What follows belongs to an exercise in optimizing a design on an open flow for small area, a short achievable clock period and few clock cycles per item; a production flow would make more cautious choices. At most, simulation tests tie the RTL to the original design; equivalence was not proved.

// V_CORDIC_Unit
module V_CORDIC_Unit (
    input signed [31:0]      i_data_1, 
    input signed [31:0]      i_data_2,
    input                    en,
    input                    rst,
    input                    clk,
    output signed [31:0]     o_data_1,
    output signed [31:0]     o_data_2,
    output signed [31:0]     angle,
    output                   done_flag
);
    wire [31:0] LUT;
    wire [4:0]  sel;    
    V_CORDIC veccor (
        .i_data_1(i_data_1),
        .i_data_2(i_data_2),
        .en(en),
        .rst(rst),
        .clk(clk),
        .LUT(LUT),
        .o_data_1(o_data_1),
        .o_data_2(o_data_2),
        .angle(angle),
        .done_flag(done_flag),
        .sel(sel)
    );
    LUT lut (
        .sel(sel),
        .value(LUT)
    );
endmodule
Size: ~1900 cells after synthesis, ~160 I/O pins.
==> module V_CORDIC, before the edit <==
module V_CORDIC (
    input signed [31:0]      i_data_1,
    input signed [31:0]      i_data_2,
    input                    en,
    input                    rst,
    input                    clk,
    input         [31:0]     LUT,
    output        [31:0]     o_data_1,
    output        [31:0]     o_data_2,
    output        [31:0]     angle,
    output reg               done_flag,
    output        [4:0]      sel
);
    localparam [31:0] ANG0 = 32'h9C20A7BB;    
    reg        busy;
    reg [4:0]  cnt;           
    reg [32:0] x, y;
    reg [31:0] a;
    reg [32:0] hx, hy;
    reg        iter, mul, usehi, swp, last, minv;
    reg [3:0]  shx_a, shy_a;
    wire [4:0] cnt_n = busy ? cnt + 5'd1 : 5'd0;
    wire       iter_n = (cnt_n < 5'd15);
    reg  [3:0] sh_n;
    reg        minv_n;
    always @(*) begin
        minv_n = 1'b0;
        case (cnt_n)
        5'd15: begin sh_n = 4'd1; minv_n = 1'b1; end
        5'd16: begin sh_n = 4'd3; end
        5'd17: begin sh_n = 4'd4; minv_n = 1'b1; end
        5'd18: begin sh_n = 4'd2; end
        5'd19: begin sh_n = 4'd2; minv_n = 1'b1; end
        5'd20: begin sh_n = 4'd3; end
        5'd21: begin sh_n = 4'd3; end
        5'd22: begin sh_n = 4'd3; minv_n = 1'b1; end
        5'd23: begin sh_n = 4'd2; end
        default: sh_n = cnt_n[3:0];
        endcase
    end
    wire neg = y[31];
    wire xs = usehi ? x[32] : x[31];
    wire ys = usehi ? y[32] : y[31];
    wire signed [32:0] srcx = {ys, y[31:0]};
    wire signed [32:0] srcy = {xs, x[31:0]};
    wire signed [32:0] shx  = srcx >>> shx_a;
    wire signed [32:0] shy  = srcy >>> (~shy_a);
    wire invx = (iter & neg)  | minv;
    wire invy = (iter & ~neg) | minv;
    wire cix  = iter & neg;
    wire ciy  = iter & ~neg;
    wire [32:0] ax = mul ? hx : {x[31], x[31:0]};
    wire [32:0] ay = mul ? hy : {y[31], y[31:0]};
    wire [32:0] sumx, sumy;
    cordic_add33 addx (.a(ax), .b(shx ^ {33{invx}}), .ci(cix), .s(sumx));
    cordic_add33 addy (.a(ay), .b(shy ^ {33{invy}}), .ci(ciy), .s(sumy));
    wire [31:0] suma = a + (LUT & {32{neg}});
    wire [32:0] x_n = !busy ? {i_data_1[31], i_data_1} : (swp ? sumy : sumx);
    wire [32:0] y_n = !busy ? {i_data_2[31], i_data_2} : (swp ? sumx : sumy);
    always @(posedge clk or posedge rst) begin
        if (rst) begin
            busy      <= 1'b0;
            cnt       <= 5'd0;
            done_flag <= 1'b0;
        end else begin
            done_flag <= busy & last;
            busy      <= busy ? ~last : en;
            cnt       <= cnt_n;
        end
    end
    always @(posedge clk) begin
        iter  <= iter_n;
        mul   <= (cnt_n >= 5'd15);
        usehi <= (cnt_n >= 5'd16);
        swp   <= (cnt_n >= 5'd14);
        last  <= (cnt_n == 5'd23);
        minv  <= minv_n;
        shx_a <= sh_n;
        shy_a <= ~sh_n;
        x     <= x_n;
        y     <= y_n;
        a     <= busy ? suma : ANG0;
        if (!mul) begin
            hx <= {sumx[31], sumx[31:0]};
            hy <= {sumy[31], sumy[31:0]};
        end
    end
    assign sel      = cnt;
    assign o_data_1 = y[32:1];
    assign o_data_2 = x[32:1];
    assign angle    = a;
endmodule
export LEC_CHECK = 0
export CAP_MARGIN = 20
export CORE_MARGIN = 2
export CORE_UTILIZATION = 40
export SETUP_SLACK_MARGIN = 5
export SLEW_MARGIN = 20
create_clock -name core_clock -period 10.0 [get_ports {clk}]
standard.sh (not shown) runs the stock make flow with config.mk's settings and CLKGATE_MAP_FILE= SYNTH_SCRIPT=/design/flow/synth_recipe.tcl, a recipe that flattens the netlist after the stock synthesis.
==> flow/flow/run.sh <==
#!/bin/bash
# Standard ORFS layout; port buffers use buf_2 instead of the default choice.
set -o pipefail
bash standard.sh 'BUFFER_PORTS_ARGS=-buffer_cell sky130_fd_sc_hd__buf_2' finish > standard.log 2>&1
Testbench counts at the start, summed over its fixed seeds: cycles 12,808, items 512.
Change:
--- a/flow/design.v
+++ b/flow/design.v
@@ -67,8 +67,6 @@
     wire xs = usehi ? x[32] : x[31];
     wire ys = usehi ? y[32] : y[31];
-    wire signed [32:0] srcx = {ys, y[31:0]};
-    wire signed [32:0] srcy = {xs, x[31:0]};
-    wire signed [32:0] shx  = srcx >>> shx_a;
-    wire signed [32:0] shy  = srcy >>> (~shy_a);
+    wire signed [32:0] shx = $signed({ys, y[31:0]}) >>> shx_a;
+    wire signed [32:0] shy = $signed({xs, x[31:0]}) >>> (~shy_a);
     wire invx = (iter & neg)  | minv;
     wire invy = (iter & ~neg) | minv;
What happened:
- maximum frequency came out higher by about 1.1%
- cell area barely changes
- sequential cell count does not change
- area after synthesis barely changes
- wire length decreases by 1.5%
- cell count rose by 1.3%
- register-to-register slack gains 0.05 ns
- count of clock-buffer cells in the layout is higher by 2
Function not checked in the second run of this note: the RTL went through the layout flow alone.

* * *

V_CORDIC_Unit, a different RTL version from the one above (not shown whole).
Size: about 2000 cells after synthesis, ~16000 um2 of cells after synthesis.
==> module V_CORDIC, before the edit <==
module V_CORDIC (
    input signed [31:0]      i_data_1,
    input signed [31:0]      i_data_2,
    input                    en,
    input                    rst,
    input                    clk,
    input         [31:0]     LUT,
    output        [31:0]     o_data_1,
    output        [31:0]     o_data_2,
    output        [31:0]     angle,
    output reg               done_flag,
    output        [4:0]      sel
);
    localparam [31:0] ANG0 = 32'h9C20A7BB;    
    reg        busy;
    reg [4:0]  cnt;           
    reg [32:0] x, y;
    reg [31:1] a;             
    reg [31:0] hx, hy;
    reg        iter, mul, usehi, last, minv;
    reg [3:0]  shx_lo, shx_hr, shy_lo_n, shy_hr_n;    
    reg [1:0]  shx_hm, shy_hm_n;                      
    wire [4:0] cnt_n  = busy ? cnt + 5'd1 : 5'd0;
    wire       iter_n = (cnt_n < 5'd15);
    reg  [3:0] sh_n;
    reg        minv_n;
    always @(*) begin
        minv_n = 1'b0;
        case (cnt_n)
        5'd15: begin sh_n = 4'd1; minv_n = 1'b1; end
        5'd16: begin sh_n = 4'd3; end
        5'd17: begin sh_n = 4'd4; minv_n = 1'b1; end
        5'd18: begin sh_n = 4'd2; end
        5'd19: begin sh_n = 4'd2; minv_n = 1'b1; end
        5'd20: begin sh_n = 4'd3; end
        5'd21: begin sh_n = 4'd3; end
        5'd22: begin sh_n = 4'd3; minv_n = 1'b1; end
        5'd23: begin sh_n = 4'd2; end
        default: sh_n = cnt_n[3:0];
        endcase
    end
    wire [3:0] lo_n = 4'b0001 << sh_n[1:0];
    wire [3:0] hi_n = 4'b0001 << sh_n[3:2];
    wire [3:0] hr_n = iter_n ? hi_n : 4'b0000;
    wire [1:0] hm_n = iter_n ? 2'b00 : hi_n[1:0];
    wire neg = y[31];
    wire xs = usehi ? x[32] : x[31];
    wire ys = usehi ? y[32] : y[31];
    wire [32:0] shx, shy;
    cordic_sra33 srx (.r({y[31], y[31:0]}), .m({xs, x[31:0]}),
                      .s_lo(shx_lo), .s_hr(shx_hr), .s_hm(shx_hm), .q(shx));
    cordic_sra33 sry (.r({x[31], x[31:0]}), .m({ys, y[31:0]}),
                      .s_lo(~shy_lo_n), .s_hr(~shy_hr_n), .s_hm(~shy_hm_n), .q(shy));
    reg  invx_l, invx_hn, invy_l, invy_hn, cix, ciy;
    wire [32:0] invxv = {{16{~invx_hn}}, {17{invx_l}}};
    wire [32:0] invyv = {{16{~invy_hn}}, {17{invy_l}}};
    wire [32:0] ax = mul ? {hx[31], hx} : {x[31], x[31:0]};
    wire [32:0] ay = mul ? {hy[31], hy} : {y[31], y[31:0]};
    wire [32:0] sumx, sumy;
    cordic_add33 addx (.a(ax), .b(shx ^ invxv), .ci(cix), .s(sumx));
    cordic_add33 addy (.a(ay), .b(shy ^ invyv), .ci(ciy), .s(sumy));
    wire [31:1] suma = a + (LUT[31:1] & {31{neg}});
    wire [32:0] y_n = busy ? sumy : {i_data_2[31], i_data_2};
    always @(posedge clk or posedge rst) begin
        if (rst) begin
            busy      <= 1'b0;
            cnt       <= 5'd0;
            done_flag <= 1'b0;
        end else begin
            done_flag <= busy & last;
            busy      <= busy ? ~last : en;
            cnt       <= cnt_n;
        end
    end
    always @(posedge clk) begin
        iter     <= iter_n;
        mul      <= ~iter_n;
        usehi    <= (cnt_n >= 5'd16);
        last     <= (cnt_n == 5'd23);
        minv     <= minv_n;
        shx_lo   <= lo_n;
        shx_hr   <= hr_n;
        shx_hm   <= hm_n;
        shy_lo_n <= ~lo_n;
        shy_hr_n <= ~hr_n;
        shy_hm_n <= ~hm_n;
        x        <= busy ? sumx : {i_data_1[31], i_data_1};
        y        <= y_n;
        invx_l   <= iter_n ? y_n[31]  : minv_n;
        invx_hn  <= ~(iter_n ? y_n[31]  : minv_n);
        invy_l   <= iter_n ? ~y_n[31] : minv_n;
        invy_hn  <= ~(iter_n ? ~y_n[31] : minv_n);
        cix      <= iter_n & y_n[31];
        ciy      <= iter_n & ~y_n[31];
        a        <= busy ? suma : ANG0[31:1];
        if (!mul) begin
            hx <= sumx[31:0];
            hy <= sumy[31:0];
        end
    end
    assign sel      = cnt;
    assign o_data_1 = x[32:1];
    assign o_data_2 = y[32:1];
    assign angle    = {a, 1'b1};
endmodule
Settings: LEC_CHECK=0, CAP_MARGIN=20, CORE_MARGIN=2, CORE_UTILIZATION=65, PLACE_DENSITY=0.8, SLEW_MARGIN=20; clock period 10.0 ns.
==> flow/flow/run.sh <==
#!/bin/bash
# Standard ORFS layout with two changes: port buffers are buf_1 cells, and
# repair_timing aims at a setup margin of 5.5 ns.
set -o pipefail
bash standard.sh 'BUFFER_PORTS_ARGS=-buffer_cell sky130_fd_sc_hd__buf_1' SETUP_SLACK_MARGIN=5.5 finish > standard.log 2>&1
Change:
--- a/flow/design.v
+++ b/flow/design.v
@@ -85,5 +85,6 @@
     cordic_add33 addx (.a(ax), .b(shx ^ invxv), .ci(cix), .s(sumx));
     cordic_add33 addy (.a(ay), .b(shy ^ invyv), .ci(ciy), .s(sumy));
-    wire [31:1] suma = a + (LUT[31:1] & {31{neg}});
+    wire [31:1] adda = a + LUT[31:1];
+    wire [31:1] suma = neg ? adda : a;
     wire [32:0] y_n = busy ? sumy : {i_data_2[31], i_data_2};
     always @(posedge clk or posedge rst) begin
Core utilization shrinks by 0.12 points.
Routed wire length rises by 1.8%.
Global-route usage rose by 0.48 points.
First-iteration DRC count rises by 13%.
Hold slack is better by 25 ps.
Synthesized area rose by 2.9%.
Design area rose by 3.1%.
Maximum frequency increases by 1.6%.
Function was not checked in any run of this note: the RTL went through the layout flow alone.

* * *

V_CORDIC_Unit, a different RTL version from the one above (not shown whole).
Size in the first run: roughly 1,700 cells after synthesis, about 180 flip-flops, ~160 I/O pins, roughly 16,000 µm² of cells after synthesis.
// V_CORDIC_Unit
module V_CORDIC_Unit (
    input signed [31:0]      i_data_1, 
    input signed [31:0]      i_data_2,
    input                    en,
    input                    rst,
    input                    clk,
    output signed [31:0]     o_data_1,
    output signed [31:0]     o_data_2,
    output signed [31:0]     angle,
    output                   done_flag
);
    wire [31:0] LUT;
    wire [4:0]  sel;    
    V_CORDIC veccor (
        .i_data_1(i_data_1),
        .i_data_2(i_data_2),
        .en(en),
        .rst(rst),
        .clk(clk),
        .LUT(LUT),
        .o_data_1(o_data_1),
        .o_data_2(o_data_2),
        .angle(angle),
        .done_flag(done_flag),
        .sel(sel)
    );
    LUT lut (
        .sel(sel),
        .value(LUT)
    );
endmodule
==> module V_CORDIC, before the edit <==
module V_CORDIC (
    input signed [31:0]      i_data_1,
    input signed [31:0]      i_data_2,
    input                    en,
    input                    rst,
    input                    clk,
    input         [31:0]     LUT,
    output        [31:0]     o_data_1,
    output        [31:0]     o_data_2,
    output        [31:0]     angle,
    output reg               done_flag,
    output        [4:0]      sel
);
    localparam [31:0] ANG0 = 32'h9C20A7BB;    
    reg        busy;
    reg [4:0]  cnt;           
    reg [32:0] x, y;
    reg [31:0] a;
    reg [32:0] hx, hy;
    reg        iter, mul, usehi, swp, last, minv;
    reg [3:0]  shx_a, shy_a;
    wire [4:0] cnt_n = busy ? cnt + 5'd1 : 5'd0;
    reg  [3:0] sh_n;
    reg        minv_n;
    always @(*) begin
        minv_n = 1'b0;
        case (cnt_n)
        5'd15: begin sh_n = 4'd1; minv_n = 1'b1; end
        5'd16: begin sh_n = 4'd3; end
        5'd17: begin sh_n = 4'd4; minv_n = 1'b1; end
        5'd18: begin sh_n = 4'd2; end
        5'd19: begin sh_n = 4'd2; minv_n = 1'b1; end
        5'd20: begin sh_n = 4'd3; end
        5'd21: begin sh_n = 4'd3; end
        5'd22: begin sh_n = 4'd3; minv_n = 1'b1; end
        5'd23: begin sh_n = 4'd2; end
        default: sh_n = cnt_n[3:0];
        endcase
    end
    wire neg = y[31];
    wire xs = usehi ? x[32] : x[31];
    wire ys = usehi ? y[32] : y[31];
    wire signed [32:0] shx = $signed({ys, y[31:0]}) >>> shx_a;
    wire signed [32:0] shy = $signed({xs, x[31:0]}) >>> (~shy_a);
    wire invx = (iter & neg)  | minv;
    wire invy = (iter & ~neg) | minv;
    wire cix  = iter & neg;
    wire ciy  = iter & ~neg;
    wire [32:0] ax = mul ? hx : {x[31], x[31:0]};
    wire [32:0] ay = mul ? hy : {y[31], y[31:0]};
    wire [32:0] sumx, sumy;
    cordic_add33 addx (.a(ax), .b(shx ^ {33{invx}}), .ci(cix), .s(sumx));
    cordic_add33 addy (.a(ay), .b(shy ^ {33{invy}}), .ci(ciy), .s(sumy));
    wire [31:0] suma = a + (LUT & {32{neg}});
    always @(posedge clk or posedge rst) begin
        if (rst) begin
            busy      <= 1'b0;
            cnt       <= 5'd0;
            done_flag <= 1'b0;
            iter      <= 1'b1;
            mul       <= 1'b0;
            usehi     <= 1'b0;
            swp       <= 1'b0;
            last      <= 1'b0;
            minv      <= 1'b0;
            shx_a     <= 4'd0;
            shy_a     <= 4'hF;
        end else begin
            done_flag <= busy & last;
            busy      <= busy ? ~last : en;
            cnt       <= cnt_n;
            iter      <= (cnt_n < 5'd15);
            mul       <= (cnt_n >= 5'd15);
            usehi     <= (cnt_n >= 5'd16);
            swp       <= (cnt_n >= 5'd14);
            last      <= (cnt_n == 5'd23);
            minv      <= minv_n;
            shx_a     <= sh_n;
            shy_a     <= ~sh_n;
        end
    end
    always @(posedge clk) begin
        if (!busy) begin
            x <= {i_data_1[31], i_data_1};
            y <= {i_data_2[31], i_data_2};
            a <= ANG0;
        end else begin
            x <= swp ? sumy : sumx;
            y <= swp ? sumx : sumy;
            a <= suma;
        end
        if (!mul) begin
            hx <= {sumx[31], sumx[31:0]};
            hy <= {sumy[31], sumy[31:0]};
        end
    end
    assign sel      = cnt;
    assign o_data_1 = y[32:1];
    assign o_data_2 = x[32:1];
    assign angle    = a;
endmodule
Settings: LEC_CHECK=0, CAP_MARGIN=20, CORE_MARGIN=2, CORE_UTILIZATION=40, SETUP_SLACK_MARGIN=5, SLEW_MARGIN=20; clock period 10.0 ns.
run.sh (not shown) runs the stock make flow with config.mk's settings and CLKGATE_MAP_FILE= SYNTH_SCRIPT=/design/flow/synth_recipe.tcl, a recipe that flattens the netlist after the stock synthesis.
Stock flow here: none of the scripts above is used.
Change:
--- a/flow/design.v
+++ b/flow/design.v
@@ -41,12 +41,14 @@
     reg [4:0]  cnt;           
     reg [32:0] x, y;
     reg [31:0] a;
     reg [32:0] hx, hy;
     reg        iter, mul, usehi, swp, last, minv;
+    reg        invx, invy, cix, ciy;
     reg [3:0]  shx_a, shy_a;
     wire [4:0] cnt_n = busy ? cnt + 5'd1 : 5'd0;
+    wire       iter_n = (cnt_n < 5'd15);
     reg  [3:0] sh_n;
     reg        minv_n;
     always @(*) begin
         minv_n = 1'b0;
         case (cnt_n)
@@ -65,57 +67,45 @@
     wire neg = y[31];
     wire xs = usehi ? x[32] : x[31];
     wire ys = usehi ? y[32] : y[31];
     wire signed [32:0] shx = $signed({ys, y[31:0]}) >>> shx_a;
     wire signed [32:0] shy = $signed({xs, x[31:0]}) >>> (~shy_a);
-    wire invx = (iter & neg)  | minv;
-    wire invy = (iter & ~neg) | minv;
-    wire cix  = iter & neg;
-    wire ciy  = iter & ~neg;
     wire [32:0] ax = mul ? hx : {x[31], x[31:0]};
     wire [32:0] ay = mul ? hy : {y[31], y[31:0]};
     wire [32:0] sumx, sumy;
     cordic_add33 addx (.a(ax), .b(shx ^ {33{invx}}), .ci(cix), .s(sumx));
     cordic_add33 addy (.a(ay), .b(shy ^ {33{invy}}), .ci(ciy), .s(sumy));
     wire [31:0] suma = a + (LUT & {32{neg}});
+    wire [32:0] x_n = !busy ? {i_data_1[31], i_data_1} : (swp ? sumy : sumx);
+    wire [32:0] y_n = !busy ? {i_data_2[31], i_data_2} : (swp ? sumx : sumy);
     always @(posedge clk or posedge rst) begin
         if (rst) begin
             busy      <= 1'b0;
             cnt       <= 5'd0;
             done_flag <= 1'b0;
-            iter      <= 1'b1;
-            mul       <= 1'b0;
-            usehi     <= 1'b0;
-            swp       <= 1'b0;
-            last      <= 1'b0;
-            minv      <= 1'b0;
-            shx_a     <= 4'd0;
-            shy_a     <= 4'hF;
         end else begin
             done_flag <= busy & last;
             busy      <= busy ? ~last : en;
             cnt       <= cnt_n;
-            iter      <= (cnt_n < 5'd15);
-            mul       <= (cnt_n >= 5'd15);
-            usehi     <= (cnt_n >= 5'd16);
-            swp       <= (cnt_n >= 5'd14);
-            last      <= (cnt_n == 5'd23);
-            minv      <= minv_n;
-            shx_a     <= sh_n;
-            shy_a     <= ~sh_n;
         end
     end
     always @(posedge clk) begin
-        if (!busy) begin
-            x <= {i_data_1[31], i_data_1};
-            y <= {i_data_2[31], i_data_2};
-            a <= ANG0;
-        end else begin
-            x <= swp ? sumy : sumx;
-            y <= swp ? sumx : sumy;
-            a <= suma;
-        end
+        iter  <= iter_n;
+        mul   <= (cnt_n >= 5'd15);
+        usehi <= (cnt_n >= 5'd16);
+        swp   <= (cnt_n >= 5'd14);
+        last  <= (cnt_n == 5'd23);
+        minv  <= minv_n;
+        shx_a <= sh_n;
+        shy_a <= ~sh_n;
+        invx  <= iter_n ? y_n[31]  : minv_n;
+        invy  <= iter_n ? ~y_n[31] : minv_n;
+        cix   <= iter_n & y_n[31];
+        ciy   <= iter_n & ~y_n[31];
+        x     <= x_n;
+        y     <= y_n;
+        a     <= busy ? suma : ANG0;
         if (!mul) begin
             hx <= {sumx[31], sumx[31:0]};
             hy <= {sumy[31], sumy[31:0]};
         end
     end
Outcome: Wire length climbs by 5.3%; design area stays flat; fmax went down by 4.7%; clock skew hardly moves.
No functional check of the RTL was part of any run of this note.

-- separate check: timing with driven ports --
The results above use ideal ports. As a check the final layouts listed here were re-extracted and re-timed, cells and wires unchanged. Step 1 assumes that a clkbuf_16 drives the clock port and a buf_2 every other input. Step 2 also shifts input and output timing later by t, the mid clock arrival at the registers, as if the neighbouring blocks saw the same clock. Three values: no drivers, after step 1, after step 2; two values: the first two.
| run | t (ns) | slack for setup (ns) | worst hold slack (ns) | clock arrival spread, ns |
|---|---|---|---|---|
| the first run of note 1 | 0.554 | 5.174 / 5.174 / 5.174 | 0.486 / 0.486 / 0.486 | 0.018 / 0.017 |
| the second run of note 1 | 0.552 | 5.226 / 5.226 / 5.226 | 0.531 / 0.531 / 0.531 | 0.013 / 0.013 |
| the first run of note 2 | 0.494 | 5.618 / 5.618 / 5.618 | 0.460 / 0.460 / 0.460 | 0.018 / 0.018 |
| the second run of note 2 | 0.506 | 5.686 / 5.686 / 5.686 | 0.485 / 0.485 / 0.485 | 0.022 / 0.022 |
| the first run of note 3 | 0.509 | 5.161 / 5.161 / 5.161 | 0.448 / 0.448 / 0.448 | 0.012 / 0.012 |
| the second run of note 3 | 0.508 | 4.922 / 4.922 / 4.922 | 0.453 / 0.453 / 0.453 | 0.014 / 0.015 |
After both steps every run listed still meets setup and hold.
